This design comes from an exercise in tuning for small area, a short achievable clock period and few clock cycles per item on the open sky130 flow, not from production work. In this exercise RTL edits were held to simulation tests only and were not proved equivalent to the original.

// Cfu
module Cfu (
    input               cmd_valid,
    output              cmd_ready,
    input      [9:0]    cmd_payload_function_id,
    input      [31:0]   cmd_payload_inputs_0,
    input      [31:0]   cmd_payload_inputs_1,
    output              rsp_valid,
    input               rsp_ready,
    output     [31:0]   rsp_payload_outputs_0,
    input               reset,
    input               clk
);
Settings: LEC_CHECK=0, CAP_MARGIN=20, CORE_MARGIN=2, CORE_UTILIZATION=60, SLEW_MARGIN=20; clock period 20.0 ns.
standard.sh (not shown) runs the stock make flow with config.mk's settings and CLKGATE_MAP_FILE= SYNTH_SCRIPT=/design/flow/synth_recipe.tcl, a recipe that flattens the netlist after the stock synthesis.
==> flow/flow/run.sh <==
#!/bin/bash
cp standard.sh standard_sh_copy.txt
export SETUP_SLACK_MARGIN=10.0
export BUFFER_PORTS_ARGS="-buffer_cell sky130_fd_sc_hd__buf_2"
bash standard.sh finish > standard_finish.log 2>&1
The starting point went through all stages and came out clean.
Testbench counts at the start, summed over its fixed seeds: cycles 13,495, items 12,741.
Edit:
==> flow/flow/run.sh (replaced) <==
#!/bin/bash
cp standard.sh standard_sh_copy.txt
export SETUP_SLACK_MARGIN=10.5
export BUFFER_PORTS_ARGS="-buffer_cell sky130_fd_sc_hd__buf_2"
bash standard.sh finish > standard_finish.log 2>&1
After rerunning: Global-route usage goes up by 0.70 points. Register-to-register slack barely changes. Cell area rose by 1.8%. Critical path depth increases by 2. Final cell count rises by 0.57%. Sequential cell count stays the same. Worst hold slack stays flat. Wire length rises by 1.7%. Area after synthesis stays the same.
Edit:
==> flow/flow/run.sh (replaced) <==
#!/bin/bash
cp standard.sh standard_sh_copy.txt
export SETUP_SLACK_MARGIN=11.0
export BUFFER_PORTS_ARGS="-buffer_cell sky130_fd_sc_hd__buf_2"
bash standard.sh finish > standard_finish.log 2>&1
Synthesized cell count is unchanged.
Design area went up by 1.6%.
Cell count went up by 0.88%.
Setup slack is about the same.
Critical path depth went down by 1.
Wire length went up by 1.6%.
Area after synthesis stays the same.

========
Cfu, a different RTL version from the one above (not shown whole).
For scale: about 3400 cells after synthesis, ~110 I/O pins, about 34000 sq um of cells after synthesis.
==> flow/config.mk <==
export PLATFORM = sky130hd
export DESIGN_NAME = Cfu
export DESIGN_NICKNAME = Cfu
export VERILOG_FILES = /design/flow/design.v
export SDC_FILE = /design/flow/constraint.sdc
export NUM_CORES = 4
export LEC_CHECK = 0
export CAP_MARGIN = 20
export CORE_MARGIN = 2
export CORE_UTILIZATION = 60
export SLEW_MARGIN = 20
==> flow/constraint.sdc <==
create_clock -name core_clock -period 20.0 [get_ports {clk}]
set_input_delay 4.0000 -clock core_clock [delete_from_list [all_inputs] [get_ports {clk}]]
set_output_delay 4.0000 -clock core_clock [all_outputs]
set_load 0.01 [all_outputs]
==> flow/flow/run.sh <==
#!/bin/bash
cp standard.sh standard_sh_copy.txt
export SETUP_SLACK_MARGIN=10.5
export TNS_END_PERCENT=0
export BUFFER_PORTS_ARGS="-buffer_cell sky130_fd_sc_hd__buf_2"
bash standard.sh finish > standard_finish.log 2>&1
The first run ran to the end with no violations.
Testbench counts at the start, summed over its fixed seeds: cycles 13,166, items 12,741.
Rerun with:
--- a/flow/flow/run.sh
+++ b/flow/flow/run.sh
@@ -3,3 +3,2 @@
 export SETUP_SLACK_MARGIN=10.5
-export TNS_END_PERCENT=0
 export BUFFER_PORTS_ARGS="-buffer_cell sky130_fd_sc_hd__buf_2"
- CORE_UTILIZATION: 60 -> 70
After rerunning:
- The changed run produced a clean layout
- clock-buffer cell count decreases by 15
- area after synthesis is unchanged
- critical path depth increases by 1
- cell count decreases slightly
- via count increases by a few percent
- worst setup slack barely changes
- sequential share of layout area decreases by 0.13 points
Rerun with:
--- a/flow/flow/run.sh
+++ b/flow/flow/run.sh
@@ -3,2 +3,3 @@
 export SETUP_SLACK_MARGIN=10.5
+export TNS_END_PERCENT=10
 export BUFFER_PORTS_ARGS="-buffer_cell sky130_fd_sc_hd__buf_2"
- CORE_UTILIZATION: 70 -> 60
Result: Flip-flop and latch count is unchanged. Cell count rose by 1.5%.
Rerun with:
--- a/flow/flow/run.sh
+++ b/flow/flow/run.sh
@@ -3,3 +3,2 @@
 export SETUP_SLACK_MARGIN=10.5
-export TNS_END_PERCENT=10
 export BUFFER_PORTS_ARGS="-buffer_cell sky130_fd_sc_hd__buf_2"
After rerunning: Worst setup slack improves by 0.028 ns; cell area rises by 0.89%; worst hold slack hardly moves; die area is unchanged; via count stays flat; wire length stays flat; fmax barely changes; count of clock-buffer cells in the layout is unchanged; register-to-register slack improves by 0.08 ns.

========
Another version of the RTL of Cfu (not shown whole).
Size: roughly 3800 cells after synthesis, ~35000 µm² of cells after synthesis.
make LEC_CHECK=0 CAP_MARGIN=20 CORE_MARGIN=2 CORE_UTILIZATION=60 SLEW_MARGIN=20 finish   # period 20.0 ns
run.sh (not shown) runs the stock make flow with config.mk's settings and CLKGATE_MAP_FILE= SYNTH_SCRIPT=/design/flow/synth_recipe.tcl, a recipe that flattens the netlist after the stock synthesis.
Stock flow here: none of the scripts above is used.
Testbench counts at the start, summed over its fixed seeds: cycles 13,214, items 12,741.
Then changed:
==> flow/flow/run.sh (new file) <==
#!/bin/bash
cp standard.sh standard_sh_copy.txt
export SETUP_SLACK_MARGIN=9.5
bash standard.sh finish > standard_finish.log 2>&1
==> flow/standard.sh (new file) <==
#!/bin/bash
# synth_recipe.tcl (not shown) runs the flow's synth.tcl, then flattens the netlist and writes it again
# the make line also repeats each setting of config.mk as NAME=value (left out here)
make -C /OpenROAD-flow-scripts/flow DESIGN_CONFIG=/design/flow/config.mk WORK_HOME=/design/flow/orfs CLKGATE_MAP_FILE= SYNTH_SCRIPT=/design/flow/synth_recipe.tcl "${@:-finish}"
removed: flow/run.sh
Effect: The changed run completed with no timing, DRC or antenna violations. First-iteration DRC count grows by 1.2%. Core utilization is higher by 0.23 points. Cell count barely changes. Wire length climbs by 0.31%. Design area climbs by 0.34%. Worst setup slack is better by 800 ps.

========
Cfu, a different RTL version from the one above (not shown whole).
Size in the first run: ~3,500 cells after synthesis, about 110 I/O pins, roughly 34,000 um^2 of cells after synthesis.
clock: 20.0 ns
lec_check: 0
cap_margin: 20
core_margin: 2
core_utilization: 60
slew_margin: 20
standard.sh (not shown) runs the stock make flow with config.mk's settings and CLKGATE_MAP_FILE= SYNTH_SCRIPT=/design/flow/synth_recipe.tcl, a recipe that flattens the netlist after the stock synthesis.
==> flow/flow/run.sh <==
#!/bin/bash
cp standard.sh standard_sh_copy.txt
export SETUP_SLACK_MARGIN=10.0
bash standard.sh finish > standard_finish.log 2>&1
Testbench counts at the start, summed over its fixed seeds: cycles 13,495, items 12,741.
==> next run, changes <==
--- a/flow/flow/run.sh
+++ b/flow/flow/run.sh
@@ -3 +3 @@
-export SETUP_SLACK_MARGIN=10.0
+export SETUP_SLACK_MARGIN=9.5
Outcome: Setup slack is worse by 0.51 ns; via count stays flat; die area does not change; first-iteration DRC count is higher by 2.3%; global-route usage is lower by 0.20 points; cell count is about the same; utilization decreases by 0.19 points; critical path depth is higher by 2.

==> re-timing with driven ports <==
The flow's constraints put no driver on any port. The routed layouts listed below were extracted and timed again, unchanged, in two steps. Step 1 sets driving cells, clkbuf_16 on the clock port and buf_2 on the other inputs (assumed; they add their load-dependent delay and slew). Step 2 times the ports against the registers' clock, not the clock port: input delays grow and output delays shrink by t, the midpoint of the rising clock arrivals with the driver on. Slacks: ideal / step 1 / step 2; pairs: ideal / step 1.
run	shift t [ns]	setup slack, ns	worst setup path at the end
the first run of note 1	0.659	10.011 / 9.985 / 9.985	input to output
the second run of note 1	0.661	10.314 / 10.268 / 10.268	input to output
the third run of note 1	0.657	10.312 / 10.264 / 10.264	input to output
the first run of note 2	0.655	10.311 / 10.272 / 9.903	input to register
the second run of note 2	0.665	10.310 / 10.250 / 9.942	input to register
the third run of note 2	0.655	10.368 / 10.321 / 9.884	input to register
the fourth run of note 2	0.655	10.396 / 10.295 / 10.069	input to register
the first run of note 3	0.662	8.766 / 8.730 / 8.730	input to output
the second run of note 3	0.661	9.567 / 9.546 / 9.179	input to register
the first run of note 4	0.659	10.013 / 9.976 / 9.976	input to output
the second run of note 4	0.663	9.502 / 9.482 / 9.482	input to output
After both steps setup and hold are still met in every run listed. The setup slack of the third run of note 2, which loses most, moves by -0.047 ns with the drivers and by -0.484 ns with both steps.
